This design comes from an exercise in tuning for small area and a short achievable clock period on the open sky130 flow, not from production work.
At most, simulation tests tie the RTL to the original design; equivalence was not proved.

==> harbor: inputs <==
Design fir_bandstop, start of the top module:
module fir_bandstop ( clk, in, out );
input  wire clk;
input  wire [15:0]in;
output wire [57:0]out;
wire [33:0] y;
wire ys;
wire [7:0] sg;
fir fir_bs_inst(
	.clk(clk),
	.in(in),
	.y(y),
	.ys(ys)
	);
genvar i;
generate
	for (i=0; i<8; i=i+1) begin: sign
		fir_sreg r ( .clk(clk), .d(ys), .q(sg[i]) );
	end
endgenerate
assign out = {sg[7],sg[7],sg[7],sg[6],sg[6],sg[6],sg[5],sg[5],sg[5],sg[4],sg[4],sg[4],
              sg[3],sg[3],sg[3],sg[2],sg[2],sg[2],sg[1],sg[1],sg[1],sg[0],sg[0],sg[0], y};
endmodule
==> module fir_bandstop, before the edit <==
module fir_bandstop ( clk, in, out );
input  wire clk;
input  wire [15:0]in;
output wire [57:0]out;
wire [33:0] y;
wire ys;
wire [7:0] sg;
fir fir_bs_inst(
	.clk(clk),
	.in(in),
	.y(y),
	.ys(ys)
	);
genvar i;
generate
	for (i=0; i<8; i=i+1) begin: sign
		fir_sreg r ( .clk(clk), .d(ys), .q(sg[i]) );
	end
endgenerate
assign out = {sg[7],sg[7],sg[7],sg[6],sg[6],sg[6],sg[5],sg[5],sg[5],sg[4],sg[4],sg[4],
              sg[3],sg[3],sg[3],sg[2],sg[2],sg[2],sg[1],sg[1],sg[1],sg[0],sg[0],sg[0], y};
endmodule
Settings: LEC_CHECK=0, CAP_MARGIN=20, CORE_MARGIN=2, CORE_UTILIZATION=50, SLEW_MARGIN=20, SYNTH_HIERARCHICAL=1, SYNTH_MINIMUM_KEEP_SIZE=0; clock period 12.0 ns.
run.sh (not shown) runs the stock make flow with config.mk's settings and CLKGATE_MAP_FILE= SYNTH_SCRIPT=/design/flow/synth_recipe.tcl, a recipe that flattens the netlist after the stock synthesis.
==> fjord (differences from harbor) <==
--- a/flow/design.v
+++ b/flow/design.v
@@ -1928,21 +1928,20 @@
 input  wire clk;
 input  wire [15:0]in;
 output wire [57:0]out;
 wire [33:0] y;
 wire ys;
-wire [7:0] sg;
+wire [23:0] sg;
 fir fir_bs_inst(
 	.clk(clk),
 	.in(in),
 	.y(y),
 	.ys(ys)
 	);
 genvar i;
 generate
-	for (i=0; i<8; i=i+1) begin: sign
+	for (i=0; i<24; i=i+1) begin: sign
 		fir_sreg r ( .clk(clk), .d(ys), .q(sg[i]) );
 	end
 endgenerate
-assign out = {sg[7],sg[7],sg[7],sg[6],sg[6],sg[6],sg[5],sg[5],sg[5],sg[4],sg[4],sg[4],
-              sg[3],sg[3],sg[3],sg[2],sg[2],sg[2],sg[1],sg[1],sg[1],sg[0],sg[0],sg[0], y};
+assign out = {sg, y};
 endmodule
==> flow/flow/run.sh (new file) <==
#!/bin/bash
set -euo pipefail
export BUFFER_PORTS_ARGS="-buffer_cell sky130_fd_sc_hd__buf_2"
export SETUP_SLACK_MARGIN=8.45
bash standard.sh > standard.log 2>&1
==> flow/standard.sh (new file) <==
#!/bin/bash
# synth_recipe.tcl (not shown) runs the flow's synth.tcl, then flattens the netlist and writes it again
# the make line also repeats each setting of config.mk as NAME=value (left out here)
make -C /OpenROAD-flow-scripts/flow DESIGN_CONFIG=/design/flow/config.mk WORK_HOME=/design/flow/orfs CLKGATE_MAP_FILE= SYNTH_SCRIPT=/design/flow/synth_recipe.tcl "${@:-finish}"
- CTS_CLUSTER_DIAMETER: unset -> 60
- CTS_CLUSTER_SIZE: unset -> 30
removed: flow/run.sh
==> ember (differences from harbor) <==
--- a/flow/design.v
+++ b/flow/design.v
@@ -1,10 +1,9 @@
-module fir ( clk, in, y, ys );
+module fir ( clk, in, y );
 input  wire clk;
 input  wire [15:0] in;
 output reg  [33:0] y;
-output wire ys;   
 reg [15:0] r0;
 reg [15:0] r1;
 reg [15:0] r2;
 reg [15:0] r3;
 reg [15:0] r4;
@@ -1901,25 +1900,18 @@
 wire s3163, c3164; fir_fa fa_s3163 (.a(1'b1), .b(q0_3107), .c(c3162), .s(s3163), .co(c3164));
 wire s3165, c3166; fir_fa fa_s3165 (.a(1'b1), .b(q0_3108), .c(c3164), .s(s3165), .co(c3166));
 wire s3167, c3168; fir_fa fa_s3167 (.a(q0_3109), .b(q0_3110), .c(q0_3111), .s(s3167), .co(c3168));
 wire [33:0] fx = {1'b1,q0_3112,s3167,s3165,s3163,s3161,~s3158,~s3155,~s3153,~s3151,~s3149,~s3145,~s3143,~s3141,c3138,c3135,c3133,c3131,~c3128,q0_3079,q0_3076,c3124,s3123,1'b1,1'b1,q0_3069,s3121,s3119,~q0_3063,~q0_3062,~s3117,s3114,~q0_3056,1'b1};
 wire [33:0] fy = {1'b0,c3168,c3166,1'b0,1'b0,1'b0,~c3156,1'b0,1'b0,~c3150,1'b0,1'b0,~c3142,1'b0,~s3139,s3137,s3134,s3132,s3130,~s3127,c3126,s3125,1'b0,q0_3071,q0_3070,c3122,1'b0,1'b0,q0_3064,~c3118,1'b0,1'b0,~q0_3057,~q0_3055};
-wire [33:0] ysum = fx + fy;
-always @(posedge clk) y <= ysum;
-assign ys = ysum[33];
+always @(posedge clk) y <= fx + fy;
 endmodule
 module fir_fa ( a, b, c, s, co );
 input wire a, b, c;
 output wire s, co;
 assign s = a ^ b ^ c;
 assign co = (a & b) | (a & c) | (b & c);
 endmodule
-module fir_sreg ( clk, d, q );
-input wire clk, d;
-output reg q;
-always @(posedge clk) q <= d;
-endmodule
 module fir_ha ( a, b, s, co );
 input wire a, b;
 output wire s, co;
 assign s = a ^ b;
 assign co = a & b;
@@ -1927,22 +1919,12 @@
 module fir_bandstop ( clk, in, out );
 input  wire clk;
 input  wire [15:0]in;
 output wire [57:0]out;
 wire [33:0] y;
-wire ys;
-wire [7:0] sg;
 fir fir_bs_inst(
 	.clk(clk),
 	.in(in),
-	.y(y),
-	.ys(ys)
+	.y(y)
 	);
-genvar i;
-generate
-	for (i=0; i<8; i=i+1) begin: sign
-		fir_sreg r ( .clk(clk), .d(ys), .q(sg[i]) );
-	end
-endgenerate
-assign out = {sg[7],sg[7],sg[7],sg[6],sg[6],sg[6],sg[5],sg[5],sg[5],sg[4],sg[4],sg[4],
-              sg[3],sg[3],sg[3],sg[2],sg[2],sg[2],sg[1],sg[1],sg[1],sg[0],sg[0],sg[0], y};
+assign out = {{24{y[33]}}, y};
 endmodule
==> comparison <==
harbor produced a clean layout. ember ran to the end with no violations. fjord went through all stages and came out clean. The highest final area belongs to fjord, the lowest to harbor. Wire length, highest first: ember, fjord, harbor. The highest setup slack belongs to fjord, the lowest to ember. Against fjord, the first-iteration DRC count of ember is higher by 12%. Maximum frequency, lowest first: ember, harbor, fjord.
No functional check of the RTL was part of harbor and fjord.

separate check: timing with driven ports:
The flow's constraints put no driver on any port. The routed layouts listed below were extracted and timed again, unchanged, in two steps. Step 1 sets driving cells, clkbuf_16 on the clock port and buf_2 on the other inputs (assumed; they add their load-dependent delay and slew). Step 2 times the ports against the registers' clock, not the clock port: input delays grow and output delays shrink by t, the midpoint of the rising clock arrivals with the driver on. Three values: no drivers, after step 1, after step 2; two values: the first two.
run	t, ns	setup WS [ns]	pins driven straight from the clock port
harbor	0.742	7.513 / 7.513 / 7.513	1
fjord	0.738	8.152 / 8.152 / 8.152	1
ember	0.773	7.473 / 7.403 / 7.545	1
After both steps every run listed still meets setup and hold.
